From an optimization exercise on the open Yosys and OpenROAD flow, aimed at small area, a short achievable clock period and few clock cycles per item; shortcuts taken in it are not production practice.
RTL that was checked went through simulation tests only; none was proved equivalent to the original.
Power and IR drop assume default switching activity.

## cedar
## processor
module processor(clk, rst, max_pc, imem_addr, imem_data, dmem_addr, dmem_data, done, out);
==> flow/config.mk <==
export PLATFORM = sky130hd
export DESIGN_NAME = processor
export DESIGN_NICKNAME = processor
export VERILOG_FILES = /design/flow/design.v
export SDC_FILE = /design/flow/constraint.sdc
export NUM_CORES = 4
export LEC_CHECK = 0
export CAP_MARGIN = 20
export CORE_MARGIN = 2
export CORE_UTILIZATION = 40
export CTS_CLUSTER_DIAMETER = 100
export CTS_CLUSTER_SIZE = 30
export PLACE_DENSITY = 0.6
export SETUP_SLACK_MARGIN = 3.2
export SLEW_MARGIN = 20
export SYNTH_HIERARCHICAL = 1
export SYNTH_MINIMUM_KEEP_SIZE = 0
==> flow/constraint.sdc <==
create_clock -name core_clock -period 6.0 [get_ports {clk}]
set_input_delay 1.2000 -clock core_clock [delete_from_list [all_inputs] [get_ports {clk}]]
set_output_delay 1.2000 -clock core_clock [all_outputs]
set_load 0.01 [all_outputs]
standard.sh (not shown) runs the stock make flow with config.mk's settings and CLKGATE_MAP_FILE= SYNTH_SCRIPT=/design/flow/synth_recipe.tcl, a recipe that flattens the netlist after the stock synthesis.
==> flow/flow/run.sh <==
#!/bin/bash
# The standard layout, with strong buffers on the ports (in place of the
# delay cells buffer_ports picks by default) and cell sizing in repair not
# held to the original cell's footprint.
set -euo pipefail
export BUFFER_PORTS_ARGS="-buffer_cell sky130_fd_sc_hd__buf_2"
bash standard.sh MATCH_CELL_FOOTPRINT=0 finish > standard.log 2>&1
cedar: done, clean on timing, DRC and antenna
Testbench counts of cedar, summed over its fixed seeds: cycles 16,064, instructions 15,104.
Input-level comparison between juniper and cedar:
# cedar
export LEC_CHECK = 0
export CAP_MARGIN = 20
export CORE_MARGIN = 2
export CORE_UTILIZATION = 40
export CTS_CLUSTER_DIAMETER = 100
export CTS_CLUSTER_SIZE = 30
export PLACE_DENSITY = 0.6
export SETUP_SLACK_MARGIN = 3.2
export SLEW_MARGIN = 20
export SYNTH_HIERARCHICAL = 1
export SYNTH_MINIMUM_KEEP_SIZE = 0
create_clock -name core_clock -period 6.0 [get_ports {clk}]
# juniper
export LEC_CHECK = 0
export CAP_MARGIN = 20
export CORE_MARGIN = 2
export CORE_UTILIZATION = 40
export CTS_CLUSTER_DIAMETER = 80
export CTS_CLUSTER_SIZE = 22
export PLACE_DENSITY = 0.6
export SETUP_SLACK_MARGIN = 3.2
export SLEW_MARGIN = 20
export SYNTH_HIERARCHICAL = 1
export SYNTH_MINIMUM_KEEP_SIZE = 0
create_clock -name core_clock -period 6.0 [get_ports {clk}]
diff --git a/flow/flow/run.sh b/flow/flow/run.sh
--- a/flow/flow/run.sh
+++ b/flow/flow/run.sh
@@ -5,3 +5,3 @@
 set -euo pipefail
-export BUFFER_PORTS_ARGS="-buffer_cell sky130_fd_sc_hd__buf_2"
+export BUFFER_PORTS_ARGS="-buffer_cell sky130_fd_sc_hd__buf_4"
 bash standard.sh MATCH_CELL_FOOTPRINT=0 finish > standard.log 2>&1
### Flow results
Between cedar and juniper, the difference in via count is negligible. Against cedar, juniper comes in 1.1% higher on wire length reported by the detailed router. For the sequential share of layout area, juniper came in 0.71 points lower than cedar did. Relative to cedar, placement-stage worst setup slack has gone up in juniper. Per the comparison of juniper with cedar, CTS clock-pin slew for the worst setup and hold paths shows a reduction of 0.03 ns; maximum fanout encountered on the critical timing path closely matched the old numbers; internal power summed over all cells shows an increase of about 4%; overall routing resource usage climbed 0.44 points. juniper vs cedar, met2 demand-to-capacity share in global routing went up by 0.97 points.

---

exp/maple:
Another version of the RTL of processor (not shown whole).
Size in the first run: about 1500 cells after synthesis, ~71 I/O pins, about 0.016 mm^2 of cells after synthesis.
export LEC_CHECK = 0
export CAP_MARGIN = 20
export CORE_MARGIN = 2
export CORE_UTILIZATION = 40
export PLACE_DENSITY = 0.6
export SETUP_SLACK_MARGIN = 2.5
export SLEW_MARGIN = 20
create_clock -name core_clock -period 6.0 [get_ports {clk}]
run.sh (not shown) runs the stock make flow with config.mk's settings and CLKGATE_MAP_FILE= SYNTH_SCRIPT=/design/flow/synth_recipe.tcl, a recipe that flattens the netlist after the stock synthesis.
Stock flow here: none of the scripts above is used.
diff inputs: exp/maple => exp/zinc
Settings: ABC_AREA newly set to 1; SETUP_SLACK_MARGIN changed from 2.5 to 3.2.
Results
- Critical path's slowest cell = sky130_fd_sc_hd__or4_4: exp/maple; critical path's slowest cell = sky130_fd_sc_hd__fa_2: exp/zinc
- Diff exp/maple -> exp/zinc | proportion of synthesized chip area in sequential cells | decrease of 0.72 points
- When exp/zinc is measured against exp/maple, its data arrival at the endpoint of the critical path turns out 2.26 ns lower.
- Taking exp/maple as the reference, in exp/zinc total power of the final layout decreased by 4.1% relative to the old numbers; fraction of the cycle the final worst path needs decreased by 11 points relative to the old numbers; time the worst path needs with I/O delays and setup decreased by 0.63 ns relative to the old numbers; final area increased by about 5.5% relative to the old numbers.
## Diff of input files: exp/xenon against exp/zinc
Settings: SETUP_SLACK_MARGIN changed from 3.2 to 2.5.
Findings:
Setup WNS exp/zinc -> exp/xenon: worse
Final worst-path cycle share, exp/xenon and exp/zinc, lower one = exp/zinc.
Min total power across exp/xenon and exp/zinc: exp/zinc
Relative to exp/zinc, clock-cell share of area has increased by 1.7 points in exp/xenon.
[exp/xenon vs exp/zinc] final area: lower in exp/xenon
exp/xenon vs exp/zinc: maximum frequency down by more than 10%
Diff exp/xenon..exp/zinc | via count normalized by instance count | negligible
No run of this note included a check of the RTL's function; only the layout flow was run.

---

JK:
Another version of the RTL of processor (not shown whole).
Size: ~1100 cells after synthesis, about 71 I/O pins.
Settings: LEC_CHECK=0, CAP_MARGIN=20, CORE_MARGIN=2, CORE_UTILIZATION=40, PLACE_DENSITY=0.6, SETUP_SLACK_MARGIN=2.5, SLEW_MARGIN=20, SYNTH_HIERARCHICAL=1, SYNTH_MINIMUM_KEEP_SIZE=0; clock period 6.0 ns.
standard.sh (not shown) runs the stock make flow with config.mk's settings and CLKGATE_MAP_FILE= SYNTH_SCRIPT=/design/flow/synth_recipe.tcl, a recipe that flattens the netlist after the stock synthesis.
==> flow/flow/run.sh <==
#!/bin/bash
# The standard layout, with strong buffers on the ports (in place of the
# delay cells buffer_ports picks by default) and cell sizing in repair not
# held to the original cell's footprint.
set -euo pipefail
export BUFFER_PORTS_ARGS="-buffer_cell sky130_fd_sc_hd__buf_4"
bash standard.sh MATCH_CELL_FOOTPRINT=0 finish > standard.log 2>&1
JK was carried through to the last stage, and its layout satisfied the timing, DRC and antenna checks.
Testbench counts of JK, summed over its fixed seeds: cycles 16,064, instructions 15,104.
Here is what was changed in the inputs of MS compared with JK.
diff --git a/flow/config.mk b/flow/config.mk
--- a/flow/config.mk
+++ b/flow/config.mk
@@ -11,3 +11,3 @@
 export PLACE_DENSITY = 0.6
-export SETUP_SLACK_MARGIN = 2.5
+export SETUP_SLACK_MARGIN = 3.2
 export SLEW_MARGIN = 20
[summary]
- MS ran to completion and came out clean on the timing, DRC and antenna checks.
- Worst-case hold slack, JK and MS, lower one = JK.
- MS — met1 usage in global routing 2.7 points higher, JK as reference
- Per the comparison of MS with JK, switching power up about 11%; total iterations of the first detailed-routing run moved up; largest stage delay on the critical path lost 250 ps; leakage power now larger.
- Sort JK and MS by data required time of the critical path asc -> top: MS
- Comparing JK and MS, register fraction of the total cell area is lower on MS.
- Going from JK to MS, setup slack of the critical path after layout went up; utilization went up.
--- input diff MS..AL ---
diff --git a/flow/config.mk b/flow/config.mk
--- a/flow/config.mk
+++ b/flow/config.mk
@@ -10,2 +10,3 @@
 export CORE_UTILIZATION = 40
+export CTS_BUF_LIST = sky130_fd_sc_hd__clkbuf_4 sky130_fd_sc_hd__clkbuf_8
 export PLACE_DENSITY = 0.6
### Flow results
- [compare] base=MS new=AL: clock buffer instance count of the final layout +about 90%; source-to-sink clock delay at the later pin of the worst-skew pair neither gained nor lost much; number of global-route vias before repair rose 281; switching share of power +0.41 points.

-- port drivers added, routing unchanged --
In the flow no input, the clock included, has a driving cell. The finished layouts below were timed again as built, in two steps. Step 1: set_driving_cell puts a clkbuf_16 on clk and a buf_2 on each other input, an assumption about the parent block. Step 2 times the ports against the registers' clock, not the clock port: input delays grow and output delays shrink by t, the midpoint of the rising clock arrivals with the driver on. Three values: no drivers, after step 1, after step 2; two values: the first two.
run	t, ns	slack for setup (ns)	hold WS [ns]	slew at the worst register clock pin (ns)	pins driven straight from the clock port
cedar	0.562	2.786 / 2.793 / 2.231	0.514 / 0.514 / 0.514	0.12 / 0.12	1
juniper	0.577	2.843 / 2.836 / 2.259	0.526 / 0.526 / 0.526	0.09 / 0.09	1
exp/maple	0.610	2.389 / 2.289 / 1.679	0.596 / 0.596 / 0.596	0.07 / 0.07	1
exp/zinc	0.613	3.021 / 2.964 / 2.402	0.618 / 0.618 / 0.618	0.06 / 0.06	1
exp/xenon	0.625	2.489 / 2.472 / 1.847	0.517 / 0.517 / 0.517	0.06 / 0.06	1
JK	0.612	2.535 / 2.562 / 1.950	0.634 / 0.634 / 0.634	0.06 / 0.06	1
MS	0.617	2.850 / 2.797 / 2.392	0.641 / 0.641 / 0.641	0.07 / 0.07	1
AL	0.620	2.857 / 2.812 / 2.379	0.681 / 0.681 / 0.681	0.07 / 0.07	1
After both steps setup and hold are still met in every run listed. For exp/maple, which loses most, drivers alone change the setup slack by -0.100 ns; drivers and shift together by -0.710 ns.
